Source: an optimization exercise on an open RTL-to-GDS flow (aim: small area, a short achievable clock period and few clock cycles). Production flows keep margins and buffers that such runs may drop.
The RTL was checked by simulation tests, not by an equivalence proof against the original design.
No activity file was given, so power comes from the tool's default toggle rates.

## flow/design.v (module list and top-level ports; edited modules follow where they fit)
// module nn_image_top: 4540 lines
// module nn_fa: 4 lines
// module nn_bsel: 3 lines
// module nn_bseln: 3 lines
// module nn_ha: 4 lines
module nn_image_top #(
 parameter int IMG_W = 8,
 parameter int IMG_H = 8
)(
 input logic clk,
 input logic rst,
 input logic in_valid,
 input logic signed [8:0] in_pixel,
 input logic signed [7:0] k00, k01, k02,
 input logic signed [7:0] k10, k11, k12,
 input logic signed [7:0] k20, k21, k22,
 input logic signed [7:0] bias,
 input logic signed [7:0] scale,
 input logic signed [7:0] offset,
 input logic signed [7:0] w0,
 input logic signed [7:0] w1,
 input logic signed [7:0] w2,
 output logic out_valid,
 output logic signed [21:0] conv_result,
 output logic signed [21:0] norm_result,
 output logic signed [39:0] acc0,
 output logic signed [39:0] acc1,
 output logic signed [39:0] acc2,
 output logic [2:0] out_x,
 output logic [2:0] out_y
);
  // ...
==> flow/flow/run.sh <==
#!/bin/bash
# Own layout flow: the standard ORFS flow (standard.sh), with two changes to how the
# layout is made, none to the design's constraints:
#  1. synthesis maps logic with ORFS's ABC speed script minus its final buffer/upsize/dnsize
#     steps (the registers are exactly the standard synthesis's; only gate sizes differ);
#  2. the port buffers that ORFS inserts at global placement are buf_4 cells.
# Each tool's output goes to a log file in this folder.
set -euo pipefail
W=$(pwd)
mkdir -p "$W/scripts_mod"
cp -r "$FLOW_HOME/scripts/." "$W/scripts_mod/"
sed -i -e '/^buffer -c$/d' -e '/^upsize -c$/d' -e '/^dnsize -c$/d' "$W/scripts_mod/abc_speed.script"
SCRIPTS_DIR="$W/scripts_mod" bash standard.sh synth > "$W/synth.log" 2>&1
SETUP_SLACK_MARGIN=8.4 BUFFER_PORTS_ARGS="-buffer_cell sky130_fd_sc_hd__buf_4" bash standard.sh > "$W/layout.log" 2>&1
test -f "$W/out/final.def"
==> flow/standard.sh <==
#!/bin/bash
# synth_recipe.tcl (not shown) runs the flow's synth.tcl, then flattens the netlist and writes it again
# the make line also repeats each setting of config.mk as NAME=value (left out here)
make -C /OpenROAD-flow-scripts/flow DESIGN_CONFIG=/design/flow/config.mk WORK_HOME=/design/flow/orfs CLKGATE_MAP_FILE= SYNTH_SCRIPT=/design/flow/synth_recipe.tcl "${@:-finish}"
==> flow/config.mk <==
export PLATFORM = sky130hd
export DESIGN_NAME = nn_image_top
export DESIGN_NICKNAME = nn_image_top
export VERILOG_FILES = /design/flow/design.v
export SDC_FILE = /design/flow/constraint.sdc
export NUM_CORES = 4
export LEC_CHECK = 0
export CAP_MARGIN = 20
export CORE_MARGIN = 2
export CORE_UTILIZATION = 62
export CTS_CLUSTER_DIAMETER = 100
export CTS_CLUSTER_SIZE = 20
export PLACE_DENSITY = 0.72
export SLEW_MARGIN = 20
export SYNTH_HIERARCHICAL = 1
==> flow/constraint.sdc <==
create_clock -name core_clock -period 12.0 [get_ports {clk}]
set_input_delay 2.4000 -clock core_clock [delete_from_list [all_inputs] [get_ports {clk}]]
set_output_delay 2.4000 -clock core_clock [all_outputs]
set_load 0.01 [all_outputs]
==> flow_summary_export.csv, run 1 <==
group,metric,value,unit
status,status,"no timing/DRC/antenna violations",
worst_hold_path,min_path_cells,0,
detailed_routing,firstDrtPassIters,6,
pwr,combPwrFrac,58.6,%
die,die_w,299,um
pwr,power,18.8,mW
detailed_routing,route.met2.wl,65100,um
cells_and_area,insertedDiodeCount,1,
critical_path,r2r_slack,8.67,ns
clock_tree,clk_path_buf_depth,3,
pwr,seq_power_share,30.7,%
timing,worst_slew_pin_slew,1.09,ns
cells_and_area,regMostFlops,"SR",
pwr,cellLeakagePower,22.7,nW
synthesis,synth_compound_area_share,13.2,%
clock_tree,clk_pin_slew_worst_paths,0.09,ns
cells_and_area,nonClkBufAreaFrac,4.55,%
clock_tree,cts.sinks,1041,
die,nWellTaps,1155,
global_routing,grt_max_degree,78,
synthesis,async_flop_share,0,%
global_routing,grt_first_pass_wirelength,209000,um
synthesis,synth_fa_ha_area_share,25.6,%
timing,max_freq,278,MHz
synthesis,synth.top_cells.by_count,"dfxtp_1, xnor2_1, a22oi_1, fa_1, ha_1",
placement,dp.cells,5777,
pwr,p_seq,5.77,mW
timing,fin_crit,3.60,ns
synthesis,synth_xor_area_share,13.9,%
synthesis,synth_cells,4317,
cells_and_area,area_growth,10.2,%
detailed_routing,routed-wl-met3,8770,um
pwr,maxPowerGroup,"combinational logic",
detailed_routing,antenna_left,0,
critical_path,rr_endpoint,"ca0_982",
synthesis,synth_top_area_share,32.5,%
cells_and_area,largestRegisters,"SR: 162 flops, conv_d: 84 flops, norm_d: 42 flops",
Testbench counts, summed over its fixed seeds: cycles 8,256.
==> run 2, diff against run 1 <==
--- a/flow/design.v
+++ b/flow/design.v
@@ -4511,22 +4511,24 @@
   conv_q <= conv_sum;
   norm_q <= norm_t[27] ? 21'd0 : norm_t[26:6];
   conv_d[0] <= conv_q;
   for (int i = 1; i < 4; i++) conv_d[i] <= conv_d[i-1];
   norm_d[0] <= norm_q;
   for (int i = 1; i < 2; i++) norm_d[i] <= norm_d[i-1];
  end
  logic [28:0] a0_q, a1_q, a2_q;
- logic a0_s, a1_s, a2_s;
+ logic a0_s, a1_s, a2_s, a0_e, a1_e, a2_e, a0_t, a1_t, a2_t;
  logic ov;
  logic [2:0] ox, oy;
  always_ff @(posedge clk) begin
   a0_q <= fc_sum0; a1_q <= fc_sum1; a2_q <= fc_sum2;
   a0_s <= (|norm_d[0]) & wb0_neg[3]; a1_s <= (|norm_d[0]) & wb1_neg[3]; a2_s <= (|norm_d[0]) & wb2_neg[3];
+  a0_e <= (|norm_q) & wb0_neg[3]; a1_e <= (|norm_q) & wb1_neg[3]; a2_e <= (|norm_q) & wb2_neg[3];
+  a0_t <= a0_e; a1_t <= a1_e; a2_t <= a2_e;
   ov <= vp[5] & ~rst_q & ~rst;
  end
  always_ff @(posedge clk) begin
   if (rst_q) begin
    ox <= '0; oy <= '0;
   end else if (ov) begin
    if (ox == 3'd5) begin
     ox <= '0;
@@ -4534,19 +4536,19 @@
    end else ox <= ox + 3'd1;
   end
  end
  assign out_valid = ov;
  assign out_x = ox;
  assign out_y = oy;
  assign conv_result = {conv_d[3][20], conv_d[3]};
  assign norm_result = {1'b0, norm_d[1]};
- assign acc0 = {{6{a0_s}}, {5{a0_q[28]}}, a0_q};
- assign acc1 = {{6{a1_s}}, {5{a1_q[28]}}, a1_q};
- assign acc2 = {{6{a2_s}}, {5{a2_q[28]}}, a2_q};
+ assign acc0 = {{4{a0_t}}, {4{a0_s}}, {3{a0_q[28]}}, a0_q};
+ assign acc1 = {{4{a1_t}}, {4{a1_s}}, {3{a1_q[28]}}, a1_q};
+ assign acc2 = {{4{a2_t}}, {4{a2_s}}, {3{a2_q[28]}}, a2_q};
 endmodule
 module nn_fa (input logic a, b, c, output logic s, co);
  assign s = a ^ b ^ c;
  assign co = (a & b) | (a & c) | (b & c);
 endmodule
 module nn_bsel (input logic one, two, neg, a, b, output logic e);
  assign e = ((one & a) | (two & b)) ^ neg;
 endmodule
==> flow/flow/run.sh (replaced) <==
#!/bin/bash
# Own layout flow: the standard ORFS flow (standard.sh), with these changes to how the
# layout is made, none to the design's constraints (clock period, I/O delays, loads):
#  1. synthesis maps logic with ORFS's ABC speed script minus its final buffer/upsize/dnsize
#     steps (the registers are exactly the standard synthesis's; only gate sizes differ);
#  2. the port buffers that ORFS inserts at global placement are buf_4 cells;
#  3. repair_timing works on every path slower than about 3.5 ns (SETUP_SLACK_MARGIN),
#     not only on paths that miss the 12 ns clock.
# Each tool's output goes to a log file in this folder.
set -euo pipefail
W=$(pwd)
mkdir -p "$W/scripts_mod"
cp -r "$FLOW_HOME/scripts/." "$W/scripts_mod/"
sed -i -e '/^buffer -c$/d' -e '/^upsize -c$/d' -e '/^dnsize -c$/d' "$W/scripts_mod/abc_speed.script"
SCRIPTS_DIR="$W/scripts_mod" bash standard.sh synth > "$W/synth.log" 2>&1
SETUP_SLACK_MARGIN=8.5 BUFFER_PORTS_ARGS="-buffer_cell sky130_fd_sc_hd__buf_4" bash standard.sh > "$W/layout.log" 2>&1
test -f "$W/out/final.def"
==> flow_summary_export.csv, run 2 <==
group,metric,value,unit
synthesis,syn_avg_cell_area,12.6,um2
global_routing,grt_overflow_total,0,
die,top_level_ports,303,
synthesis,syn_nets,5204,
synthesis,synth_cells,4289,
critical_path,max_stage_delay,0.39,ns
detailed_routing,drc,0,
cells_and_area,layout_commonest_cell,"dfxtp_1",
worst_hold_path,holdCritStartpoint,"conv_d[2][17]",
critical_path,cp_top_family,"flip-flops",
clock_tree,cts.sinks,1047,
worst_hold_path,hold_class,"reg -> reg",
placement,routabilityCongestion,0.959,
critical_path,critPathSlowestCell,"dfxtp_4",
synthesis,yosysWarnings,17,
pwr,swShare,41.4,%
timing,rsz0062_at_grt,"yes",
clock_tree,insertion_delay,0.67,ns
synthesis,synth_area_leaders,"dfxtp_1, fa_1, xnor2_1",
clock_tree,numCtsBuffers,58,
cells_and_area,regMostFlops,"SR",
synthesis,synth.top_cells.by_count,"dfxtp_1, xnor2_1, a22oi_1, fa_1, ha_1",
die,die_w,299,um
die,die_y,299,um
synthesis,synth_xor_area_share,13.9,%
clock_tree,ctsRootBufferMaster,"clkbuf_16",
clock_tree,htreeDepth,2,
die,core-area,86500,um2
clock_tree,postCtsHoldBufs,0,
clock_tree,cts_tree,"done",
critical_path,critPathLaunchType,"flip-flop",
synthesis,post-synth-top-count-cell,"dfxtp_1",
detailed_routing,route.vias.total,35000,
synthesis,synth.mux.area_fraction,0.0371,%
synthesis,synth_top_area_share,32.8,%
pwr,internal-power,11.0,mW
detailed_routing,viasPerCell,5.99,
synthesis,synth_edf_count,162,
critical_path,path_cells,"buf_6",
critical_path,r2r_cells,6,
pwr,cellLeakagePower,22.9,nW
cells_and_area,n_fill_cell,6279,
synthesis,netlist_area,54000,um2
synthesis,synth_top_family_by_area,"adder cells",
placement,dpl_worst_slack,8.64,ns
placement,dp_hpwl,99800,um
global_routing,antenna_found_initial,7,
timing,setup_violations,0,
critical_path,critPathCaptureType,"primary output",
detailed_routing,antenna_left,0,
detailed_routing,drtIter0Drc,3149,
die,die_area,89500,um2
synthesis,yosysTopAreaCell,"dfxtp_1",
detailed_routing,firstDrtPassIters,6,
timing,fin_ws,8.44,ns
synthesis,synth_compound_area_share,13.0,%
synthesis,synth_ff_type,"dfxtp_1",
run,drv_cap,0,
pwr,seq_power_share,30.9,%
cells_and_area,area_growth,11.6,%
synthesis,yosys.area_share.simple,4.21,%
cells_and_area,largest_reg_flops,162,
synthesis,synth-seq-cells,1047,
timing,hold_viol,0,
global_routing,grt_max_degree,77,
critical_path,critPathMaxFanout,4,
detailed_routing,drt-total-wl,134000,um
status,status,"no timing/DRC/antenna violations",
cells_and_area,layout-drive-gt1-share,11.8,%
timing,fin_skew,0.0394,ns
global_routing,first_global_vias,35800,
timing,timing.final.crit_share,29.7,%
cells_and_area,mostFrequentLayoutCells,"dfxtp_1, xnor2_1, a22oi_1",
detailed_routing,wl_per_cell,23.0,um
synthesis,synth_fa_ha_area_share,25.7,%
cells_and_area,seqCellArea,22800,um2
synthesis,seq_area_frac_synth,41.8,%
cells_and_area,utilization,69.7,%
worst_hold_path,min_path_cells,0,
pwr,p_switching,7.79,mW
timing,slew_viol_final,0,
critical_path,worstPathArrival,1.16,ns
pwr,p_clk_share,10.7,%
die,start_util,62.4,%
pwr,combPwrFrac,58.5,%
synthesis,yosysUniqueCellTypes,57,
worst_hold_path,min_to,"conv_d[3][17]",
timing,fin_crit,3.56,ns
critical_path,worstSetupPathType,"reg -> out",
timing,tns,0,ns
global_routing,globalRouteTotalUtil,30.2,%
cells_and_area,multi_input_area,30700,um2
pwr,ir_worst_vdd,313,uV
critical_path,regToRegStartpoint,"SR[15][3]",
cells_and_area,largestRegisters,"SR: 162 flops, conv_d: 84 flops, norm_d: 42 flops",
critical_path,r2r_slack,8.61,ns
placement,port_buffers,301,
die,placementRows,108,
cells_and_area,nNetsFinal,5580,
timing,max_freq,281,MHz
pwr,pwr_density_cell,313,nW/um2
timing,max_slew_margin,31.1,%
global_routing,grt_first_pass_wirelength,209000,um
critical_path,worstPathRequired,9.60,ns
clock_tree,clk_pin_slew_worst_paths,0.08,ns
critical_path,rr_endpoint,"ca0_955",
synthesis,async_flop_share,0,%
timing,worst_slew_pin_slew,1.03,ns
clock_tree,clk_path_buf_depth,3,
critical_path,crit_buf_inv,1,
-- run 2: changes by cell type after synthesis, sizes merged, moves of 7 or more --
cell   previous run  this run
nor4              6        13
and3             20        10
nor2             88       107
a211o             7         0
a21oi           104        84
a21o             46        53
nand2           131       114
o21ai            94        83
-- run 2: how the worst max path moves through the flow --
stage / from / endpoint / slack (ns) / cells past startpoint
after floorplan: na0_1547 / norm_q[17] / 8.56 / 10
after global placement: f1a0_2102 / a1_q[28] / 8.70 / 11
after detailed placement: f1a0_2102 / a1_q[28] / 8.64 / 11
after CTS: a1_q[28] / acc1[31] / 8.39 / 1
after global routing: a2_t / acc2[37] / 8.39 / 1
final: a1_q[28] / acc1[30] / 8.44 / 1
-- run 2: logic make-up (layout without fill, tap and decap cells) --
logic type               Yosys count  in the layout
flip-flops                      1047           1047
AO/OA/AOI/OAI                    987            987
XOR/XNOR                         856            856
adder cells (fa/ha/maj)          783            783
AND/OR/NAND/NOR                  451            451
buffers and inverters            161            555
other                              2              7
multiplexers                       2              2
-- run 2: what timing repair did --
action / CTS / global route
gates resized for setup: 264 / 55
pin swaps: 0 / 1
setup buffers: 7 / 2
endpoints found under the setup margin: 170 / 183
-- run 2: power by group through the flow --
stage               Sequential (mW)  Clock [mW]  Combinational [mW]
floorplan                      5.80           0                7.11
global route                   5.93        2.18                12.4
global placement               5.79           0                10.4
detailed placement             5.81           0                10.8
finish                         5.82        2.01                11.0
CTS                            5.81        2.06                11.0
-- run 2: metal layers --
metal | track usage, % | routed length [um] | up-vias
met3 | 4.36 | 9540 | 276
met4 | 12.0 | 5860 | 0
met1 | 40.1 | 54000 | 17400
li1 | - | - | 15900
met2 | 50.2 | 64800 | 1479
met5 | 0 | 0 | -
-- run 2: Yosys stat by module (local to each module, per instance) --
module	copies in the design	area, um2	cells inside	flops+latches
nn_fa	537	20.0	1	0
nn_bsel	608	16.3	2	0
nn_ha	91	12.5	1	0
nn_bseln	40	16.3	2	0
nn_image_top	1	31600	2365	1047
-- run 2: layout make-up --
class | count | share of cell area, %
Multi-Input combinational cell | 3081 | 51.0
Timing Repair Buffer | 351 | 5.43
Tap cell | 1155 | 2.40
Antenna cell | 5 | 0.0208
Clock inverter | 3 | 0.0436
Sequential cell | 1047 | 37.8
Clock buffer | 75 | 2.55
Inverter | 126 | 0.785
-- run 2: metrics by stage --
step / std cells / hold slack, ns / area, um2 / power (mW)
4_1_cts: 5836 / 0.327 / 60100 / 18.8
2_1_floorplan: 4289 / 0.310 / 54000 / 12.9
5_1_grt: 5841 / 0.333 / 60200 / 20.5
6_report: 5843 / 0.324 / 60300 / 18.8
3_5_place_dp: 5751 / 0.312 / 57800 / 16.6
3_3_place_gp: 5751 / 0.311 / 57800 / 16.2
Testbench counts of run 2, summed over its fixed seeds: cycles 8,256.

==> static timing again, ports no longer ideal <==
How much do the figures lean on ideal ports? The routed layouts below were timed once more, with nothing changed but the port constraints. Step 1, drivers: a clkbuf_16 drives clk and a buf_2 each remaining input, both assumed. Step 2, shift: input delay + t, output delay - t, t = (earliest + latest rising clock arrival at the registers) / 2. This alone moves slack from input paths to output paths. Slacks: ideal ports / drivers / drivers and shift; pairs: ideal ports / drivers.
| run | shift t [ns] | setup slack, ns | worst setup path after step 2 | slew at the worst register clock pin (ns) |
|---|---|---|---|---|
| run 1 | 0.744 | 8.405 / 8.331 / 8.674 | register to register | 0.10 / 0.10 |
| run 2 | 0.717 | 8.438 / 8.368 / 8.606 | register to register | 0.09 / 0.09 |
After both steps every run listed still meets setup and hold.
